From an optimization exercise on the open Yosys and OpenROAD flow, aimed at small area, a short achievable clock period and few clock cycles; shortcuts taken in it are not production practice. At most, simulation tests tie the RTL to the original design; equivalence was not proved. The clock port is modelled as an ideal driver, which makes a skipped or thinned clock tree look cheaper than it is; a real chip needs a root buffer or a tree. No activity file was given, so power comes from the tool's default toggle rates.

Setup of build 51:
==> flow/design.v <==
module SME(
  input clk,
  input reset,
  input [7:0] chardata,
  input isstring,
  input ispattern,
  output valid,
  output match,
  output [4:0] match_index
  );
  reg         s_prev, p_prev;  
  reg [255:0] ring;            
  reg [4:0]   z;               
  reg [4:0]   lo;              
  reg [4:0]   hi;              
  reg [31:0]  m;
  reg         valid_r, match_r;
  reg [4:0]   idx_r;
  wire [255:0] next_ring = {ring[247:0], isstring ? chardata : ring[255:248]};
  wire [31:0] m_n;
  wire [31:0] cand_a;
  genvar q;
  generate
    for (q = 0; q < 32; q = q + 1) begin : g_slot
      wire eq = (next_ring[8*q +: 8] == chardata);
      assign m_n[q] = eq & (~p_prev | m[q]);
      assign cand_a[q] = m[q] & (q <= hi);
    end
  endgenerate
  reg [4:0] top_a, top_all;
  integer i;
  always @(*) begin
    top_a = 5'd0;
    top_all = 5'd0;
    for (i = 0; i < 32; i = i + 1) begin
      if (cand_a[i]) top_a = i;
      if (m[i]) top_all = i;
    end
  end
  wire any_a = |cand_a;
  wire wrap = (lo > hi);
  wire hit_a = any_a & (wrap | (top_a >= lo));
  wire hit_b = ~any_a & (|m) & wrap & (top_all >= lo);
  wire any = hit_a | hit_b;
  wire [4:0] top = any_a ? top_a : top_all;
  wire s_first = isstring & ~s_prev;
  wire [4:0] z_n = s_first ? 5'd0 : z + 5'd1;
  always @(posedge clk) begin
    if (reset) begin
      s_prev <= 1'b0;
      p_prev <= 1'b0;
      valid_r <= 1'b0;
    end else begin
      s_prev <= isstring;
      p_prev <= ispattern;
      valid_r <= p_prev & ~ispattern;
    end
    ring <= next_ring;
    z <= z_n;
    if (s_first) lo <= 5'd0;
    else if (!isstring) lo <= lo + 5'd1;
    if (ispattern & ~p_prev) hi <= z_n;
    m <= m_n;
    match_r <= any;
    idx_r <= any ? hi - top : 5'd0;
  end
  assign valid = valid_r;
  assign match = match_r;
  assign match_index = idx_r;
endmodule
clock: 8.0 ns
lec_check: 0
cap_margin: 20
core_margin: 2
core_utilization: 40
cts_buf_list: sky130_fd_sc_hd__clkbuf_4
setup_slack_margin: 5
slew_margin: 20
run.sh (not shown) runs the stock make flow with config.mk's settings and CLKGATE_MAP_FILE= SYNTH_SCRIPT=/design/flow/synth_recipe.tcl, a recipe that flattens the netlist after the stock synthesis.
Build 51 reached the end of the flow, and the finished layout is clean on the timing, design-rule and antenna checks.
#### Input delta (trial 33 over build 51)
- removing SETUP_SLACK_MARGIN (formerly 5)
==> flow/flow/run.sh (new file) <==
#!/bin/bash
set -euo pipefail
bash standard.sh SETUP_SLACK_MARGIN=5.5 finish > standard_flow.log 2>&1
==> flow/standard.sh (new file) <==
#!/bin/bash
# synth_recipe.tcl (not shown) runs the flow's synth.tcl, then flattens the netlist and writes it again
# the make line also repeats each setting of config.mk as NAME=value (left out here)
make -C /OpenROAD-flow-scripts/flow DESIGN_CONFIG=/design/flow/config.mk WORK_HOME=/design/flow/orfs CLKGATE_MAP_FILE= SYNTH_SCRIPT=/design/flow/synth_recipe.tcl "${@:-finish}"
removed: flow/run.sh
### Flow results
Trial 33 against build 51: hold slack neither gained nor lost much; count of vias placed by the detailed router up 191; wire length shows an increase of 2.8%; final total power went up 4.2%; clock network fraction of design power rose 1.0 points. Compared with build 51, trial 33 shows a lower ratio of final minimum period to clock period. Relative slew slack delta (trial 33 − build 51): favourable. Compared with build 51, trial 33 shows a lower count of buffers added by post-CTS timing repair for setup. [trial 33 vs build 51] number of CTS-inserted buffers: higher in trial 33.
No functional check of the RTL was part of any run of this note.

========
Setup of job 1674:
Another version of the RTL of SME (not shown whole).
Size: ~930 cells after synthesis, about 310 flip-flops, roughly 19 I/O pins, ~13000 um^2 of cells after synthesis.
clock: 8.0 ns
lec_check: 0
cap_margin: 20
core_margin: 2
core_utilization: 40
slew_margin: 20
synth_hierarchical: 1
synth_minimum_keep_size: 0
standard.sh (not shown) runs the stock make flow with config.mk's settings and CLKGATE_MAP_FILE= SYNTH_SCRIPT=/design/flow/synth_recipe.tcl, a recipe that flattens the netlist after the stock synthesis.
==> flow/flow/run.sh <==
#!/bin/bash
set -euo pipefail
export PRE_CTS_TCL="$PWD/flow/cts_pre.tcl"
bash standard.sh SETUP_SLACK_MARGIN=5.8 finish > standard_flow.log 2>&1
==> flow/flow/cts_pre.tcl <==
# Sourced by ORFS's cts.tcl before clock_tree_synthesis (PRE_CTS_TCL): build
# the two-level clock tree here and turn that call into setting the clock
# propagated, which is all it would add once the tree exists.
source [file join [file dirname [info script]] two_level_cts.tcl]
two_level_clock_tree sky130_fd_sc_hd__clkbuf_16 sky130_fd_sc_hd__clkbuf_16 4 4
rename clock_tree_synthesis orfs_clock_tree_synthesis
proc clock_tree_synthesis { args } {
  puts "clock_tree_synthesis replaced by the two-level tree from cts_pre.tcl"
  set_propagated_clock [all_clocks]
}
Other scripts of this flow, unchanged in this note and not shown: flow/flow/two_level_cts.tcl
The inputs of job 6723 differ from those of job 1674 as listed below.
==> flow/flow/run.sh <==
#!/bin/bash
set -euo pipefail
export PRE_CTS_TCL="$PWD/flow/cts_pre.tcl"
bash standard.sh SETUP_SLACK_MARGIN=5.6 finish > standard_flow.log 2>&1
### Flow results
Share of the clock period used by the worst path: job 1674 vs job 6723, no meaningful difference
Compared with job 1674, in job 6723 fraction of area in multi-input gates has decreased; routed metal-1 wirelength shrank by 11%; final hold slack stayed essentially flat; final weighted congestion of routability-driven global placement picked up an extra 0.0083.
Job 1674 → job 6723: number of fill cells now larger; count of vias placed by the detailed router now smaller.
Modified inputs, job 5827 compared to job 6723
==> flow/flow/run.sh <==
#!/bin/bash
set -euo pipefail
export PRE_CTS_TCL="$PWD/flow/cts_pre.tcl"
bash standard.sh SETUP_SLACK_MARGIN=5.7 finish > standard_flow.log 2>&1
Findings:
The upper clock frequency limit of job 5827 and that of job 6723 are within noise of each other.
The hold slack on job 5827 is in line with that on job 6723.
Job 5827 against job 6723: post-route total power has increased; cell count has increased; final non-filler cell area has increased.
Compared job 5827 against job 6723; share of the clock period used by the worst path within noise.
Compared with job 6723, job 5827 shows peak supply drop that has gone down by a few percent.
Global placement routability congestion came out exactly the same in job 5827 and job 6723.
Job 5827 -> job 6723: via count of the first global-routing pass flat
Any difference in worst setup slack between job 6723 and job 5827 is small enough to ignore.
Looking at routed wire length on met3 across job 5827 and job 6723, the one that comes out lower is job 6723.
Edits applied to the flow inputs when going from job 5827 to job 1784:
==> flow/flow/run.sh <==
#!/bin/bash
set -euo pipefail
export PRE_CTS_TCL="$PWD/flow/cts_pre.tcl"
bash standard.sh SETUP_SLACK_MARGIN=5.6 finish > standard_flow.log 2>&1
--- a/flow/flow/cts_pre.tcl
+++ b/flow/flow/cts_pre.tcl
@@ -5 +5 @@
-two_level_clock_tree sky130_fd_sc_hd__clkbuf_16 sky130_fd_sc_hd__clkbuf_16 4 4
+two_level_clock_tree sky130_fd_sc_hd__clkbuf_8 sky130_fd_sc_hd__clkbuf_16 4 4
==> results.txt <==
On worst slew slack as a fraction of its limit, job 1784 and job 5827 are basically level.
Diff job 5827 -> job 1784: combinational power share has decreased; transition at the pin with the smallest max-transition slack flat; worst IR drop on VDD went down by about 11%; cell count now smaller.
Between job 1784 and job 5827, sequential share of layout area is higher for job 1784, job 5827 comes in under that.
[job 1784 vs job 5827] switching share of power: higher in job 1784
Summary: with job 5827 as the reference, cell area in job 1784 moved down by a few percent.
Between job 5827 and job 1784, area overhead of the layout relative to synthesis decreased.
Function was not checked in any run of this note: the RTL went through the layout flow alone. In every run of this note, the design's own scripts or RTL, not TritonCTS, make the clock network.

========
Another version of the RTL of SME (not shown whole).
Design SME, start of the top module:
module SME(
  input clk,
  input reset,
  input [7:0] chardata,
  input isstring,
  input ispattern,
  output valid,
  output match,
  output [4:0] match_index
  );
clock: 8.0 ns
lec_check: 0
cap_margin: 10
core_margin: 2
core_utilization: 40
slew_margin: 10
synth_hierarchical: 1
synth_minimum_keep_size: 0
==> flow/flow/run.sh <==
#!/bin/bash
set -euo pipefail
export PRE_CTS_TCL="$PWD/flow/cts_pre.tcl"
bash standard.sh SETUP_SLACK_MARGIN=5.6 finish > standard_flow.log 2>&1
Other scripts of this flow, unchanged in this note and not shown: flow/flow/cts_pre.tcl, flow/flow/two_level_cts.tcl
Testbench counts at the start, summed over its fixed seeds: cycles 4,687.
Then changed:
- CAP_MARGIN: 10 -> 20
- SLEW_MARGIN: 10 -> 20
- TNS_END_PERCENT: not set -> 5
What happened: Routed wire length is about the same; worst hold slack is about the same; sequential power hardly moves; clock power barely changes; area after synthesis is unchanged; worst setup slack loses 0.14 ns; total power barely changes; via count rises by 0.34%; sequential share of layout area goes up by 0.11 points.
Then changed:
==> flow/flow/run.sh (replaced) <==
#!/bin/bash
set -euo pipefail
export PRE_CTS_TCL="$PWD/flow/cts_pre.tcl"
bash standard.sh SETUP_SLACK_MARGIN=5.65 finish > standard_flow.log 2>&1
- TNS_END_PERCENT: 5 -> not set
Effect:
- setup slack improved by 0.14 ns
- synthesized area is unchanged
- clock skew barely changes
- synthesized cell count stays the same
- sequential share of layout area came out lower by 0.27 points
Then changed:
==> flow/flow/run.sh (replaced) <==
#!/bin/bash
set -euo pipefail
export PRE_CTS_TCL="$PWD/flow/cts_pre.tcl"
bash standard.sh SETUP_SLACK_MARGIN=5.6 finish > standard_flow.log 2>&1
- CORE_UTILIZATION: 40 -> 55
Outcome:
- The changed run produced a clean layout
- setup slack gets worse by 0.029 ns
- critical path depth rose by 7
- routed wire length went up by 0.34%
In every run of this note, the design's own scripts or RTL, not TritonCTS, make the clock network.

========
Another version of the RTL of SME (not shown whole).
Size in the first run: roughly 900 cells after synthesis, roughly 310 flip-flops.
export LEC_CHECK = 0
export CAP_MARGIN = 20
export CORE_MARGIN = 2
export CORE_UTILIZATION = 40
export CTS_BUF_LIST = sky130_fd_sc_hd__clkbuf_4
export SLEW_MARGIN = 20
create_clock -name core_clock -period 8.0 [get_ports {clk}]
==> flow/flow/run.sh <==
#!/bin/bash
set -euo pipefail
bash standard.sh SETUP_SLACK_MARGIN=6.0 finish > standard_flow.log 2>&1
Testbench counts at the start, summed over its fixed seeds: cycles 4,687.
Next try:
==> flow/run.sh (new file) <==
#!/bin/bash
# synth_recipe.tcl (not shown) runs the flow's synth.tcl, then flattens the netlist and writes it again
# the make line also repeats each setting of config.mk as NAME=value (left out here)
make -C /OpenROAD-flow-scripts/flow DESIGN_CONFIG=/design/flow/config.mk WORK_HOME=/design/flow/orfs CLKGATE_MAP_FILE= SYNTH_SCRIPT=/design/flow/synth_recipe.tcl finish
Settings changed: CTS_BUF_LIST sky130_fd_sc_hd__clkbuf_4 to sky130_fd_sc_hd__clkbuf_8, CTS_CLUSTER_SIZE set to 40, SETUP_SLACK_MARGIN set to 5.
removed: flow/flow/run.sh
removed: flow/standard.sh
First-iteration DRC count falls by about a fifth. Sequential cell count is unchanged. Count of clock-buffer cells in the layout is lower by 84. Sequential share of layout area grows by 8.2 points. Via count drops by roughly a tenth. Global-route usage is lower by 3.8 points. Wire length goes down by about a fifth. Critical path depth increases by 4. Worst setup slack got worse by 0.11 ns. Core utilization decreases by 7.2 points.
Next try:
==> flow/flow/run.sh (new file) <==
#!/bin/bash
set -euo pipefail
bash standard.sh SETUP_SLACK_MARGIN=5.5 "CTS_ARGS=-sink_clustering_enable -repair_clock_nets -buf_list {sky130_fd_sc_hd__clkbuf_8 sky130_fd_sc_hd__clkbuf_16} -sink_clustering_size 20 -sink_clustering_max_diameter 60 -dont_use_dummy_load" finish > standard_flow.log 2>&1
==> flow/standard.sh (new file) <==
#!/bin/bash
# synth_recipe.tcl (not shown) runs the flow's synth.tcl, then flattens the netlist and writes it again
# the make line also repeats each setting of config.mk as NAME=value (left out here)
make -C /OpenROAD-flow-scripts/flow DESIGN_CONFIG=/design/flow/config.mk WORK_HOME=/design/flow/orfs CLKGATE_MAP_FILE= SYNTH_SCRIPT=/design/flow/synth_recipe.tcl "${@:-finish}"
Settings changed: CTS_BUF_LIST sky130_fd_sc_hd__clkbuf_8 to sky130_fd_sc_hd__clkbuf_4, CTS_CLUSTER_SIZE 40 to not set, SETUP_SLACK_MARGIN 5 to not set.
removed: flow/run.sh
=> The changed run finished clean; critical path depth drops by 4; wire length climbs by 9.0%; sequential power stays flat; register-to-register slack gets better by 0.16 ns; total power drops by 3.3%; synthesized cell count is unchanged; global-route usage drops by 0.98 points; via count climbs by 0.93%; count of clock-buffer cells in the layout drops by 27; cell area climbs by 3.3%; maximum frequency climbs by 11%.
Next try:
==> flow/flow/run.sh (replaced) <==
#!/bin/bash
set -euo pipefail
bash standard.sh SETUP_SLACK_MARGIN=5.5 finish > standard_flow.log 2>&1
Result: The changed run completed without violations; worst setup slack degrades by 0.17 ns; register-to-register slack improves by 0.07 ns; final area is about the same.
Next try:
==> flow/run.sh (new file) <==
#!/bin/bash
# synth_recipe.tcl (not shown) runs the flow's synth.tcl, then flattens the netlist and writes it again
# the make line also repeats each setting of config.mk as NAME=value (left out here)
make -C /OpenROAD-flow-scripts/flow DESIGN_CONFIG=/design/flow/config.mk WORK_HOME=/design/flow/orfs CLKGATE_MAP_FILE= SYNTH_SCRIPT=/design/flow/synth_recipe.tcl finish
Settings changed: CTS_BUF_LIST sky130_fd_sc_hd__clkbuf_4 to not set, SETUP_SLACK_MARGIN set to 5.
removed: flow/flow/run.sh
removed: flow/standard.sh
=> The new run completed with no timing, DRC or antenna violations; die area stays the same; sequential cell count is unchanged; worst hold slack gains 0.019 ns; routed wire length goes down by 1.2%; core utilization fell by 0.96 points; synthesized area is unchanged; setup slack loses 0.21 ns; power came out lower by 1.9%; sequential share of layout area went up by 1.2 points; fmax is lower by 7.2%.
Next try:
==> flow/flow/run.sh (new file) <==
#!/bin/bash
set -euo pipefail
bash standard.sh SETUP_SLACK_MARGIN=5.5 "CTS_ARGS=-sink_clustering_enable -repair_clock_nets -buf_list sky130_fd_sc_hd__clkbuf_8 -sink_clustering_size 16 -sink_clustering_max_diameter 60 -dont_use_dummy_load" finish > standard_flow.log 2>&1
==> flow/standard.sh (new file) <==
#!/bin/bash
# synth_recipe.tcl (not shown) runs the flow's synth.tcl, then flattens the netlist and writes it again
# the make line also repeats each setting of config.mk as NAME=value (left out here)
make -C /OpenROAD-flow-scripts/flow DESIGN_CONFIG=/design/flow/config.mk WORK_HOME=/design/flow/orfs CLKGATE_MAP_FILE= SYNTH_SCRIPT=/design/flow/synth_recipe.tcl "${@:-finish}"
Settings changed: CORE_UTILIZATION 40 to 60, CTS_BUF_LIST set to sky130_fd_sc_hd__clkbuf_4, SETUP_SLACK_MARGIN 5 to not set.
removed: flow/run.sh
- global-route usage increases by 7.0 points
- first-iteration DRC count decreases by 20%
- power decreases by 20%
- synthesized cell count stays the same

==> re-timing with driven ports <==
No port has a modelled driver above. Below, the same layouts with a new extraction and two added sets of constraints.
Step 1 assumes that a clkbuf_16 drives the clock port and a buf_2 every other input.
Step 2 moves the port delays by t, midway between the first and last clock arrival at a register: inputs arrive t later, outputs are due t later. That takes back most of the time a late clock gives input paths.
Three values: ideal ports, drivers, drivers and shift; two values: the first two.
run | t (ns) | setup WS [ns] | worst setup path after step 2
build 51 | 0.696 | 4.258 / 4.258 / 4.258 | register to register
trial 33 | 0.718 | 4.332 / 4.332 / 4.332 | register to register
job 1674 | 0.395 | 5.599 / 5.566 / 5.381 | input to register
job 6723 | 0.392 | 5.598 / 5.563 / 5.227 | input to register
job 5827 | 0.394 | 5.599 / 5.561 / 5.378 | input to register
job 1784 | 0.399 | 5.606 / 5.542 / 5.233 | input to register
the first run of note 3 | 0.388 | 5.652 / 5.570 / 5.209 | input to register
the second run of note 3 | 0.387 | 5.513 / 5.429 / 5.207 | input to register
the third run of note 3 | 0.388 | 5.652 / 5.568 / 5.247 | input to register
the fourth run of note 3 | 0.384 | 5.623 / 5.559 / 5.193 | input to register
the first run of note 4 | 0.724 | 5.271 / 5.223 / 5.069 | input to register
the second run of note 4 | 0.609 | 5.161 / 5.184 / 4.574 | input to register
the third run of note 4 | 0.586 | 5.439 / 5.388 / 4.960 | input to register
the fourth run of note 4 | 0.727 | 5.272 / 5.225 / 4.848 | input to register
the fifth run of note 4 | 0.550 | 5.061 / 5.012 / 4.609 | input to register
the sixth run of note 4 | 0.585 | 5.377 / 5.334 / 4.978 | input to register
After both steps setup and hold are still met in every run listed. The setup slack of the second run of note 4, which loses most, moves by +0.023 ns with the drivers and by -0.587 ns with both steps.
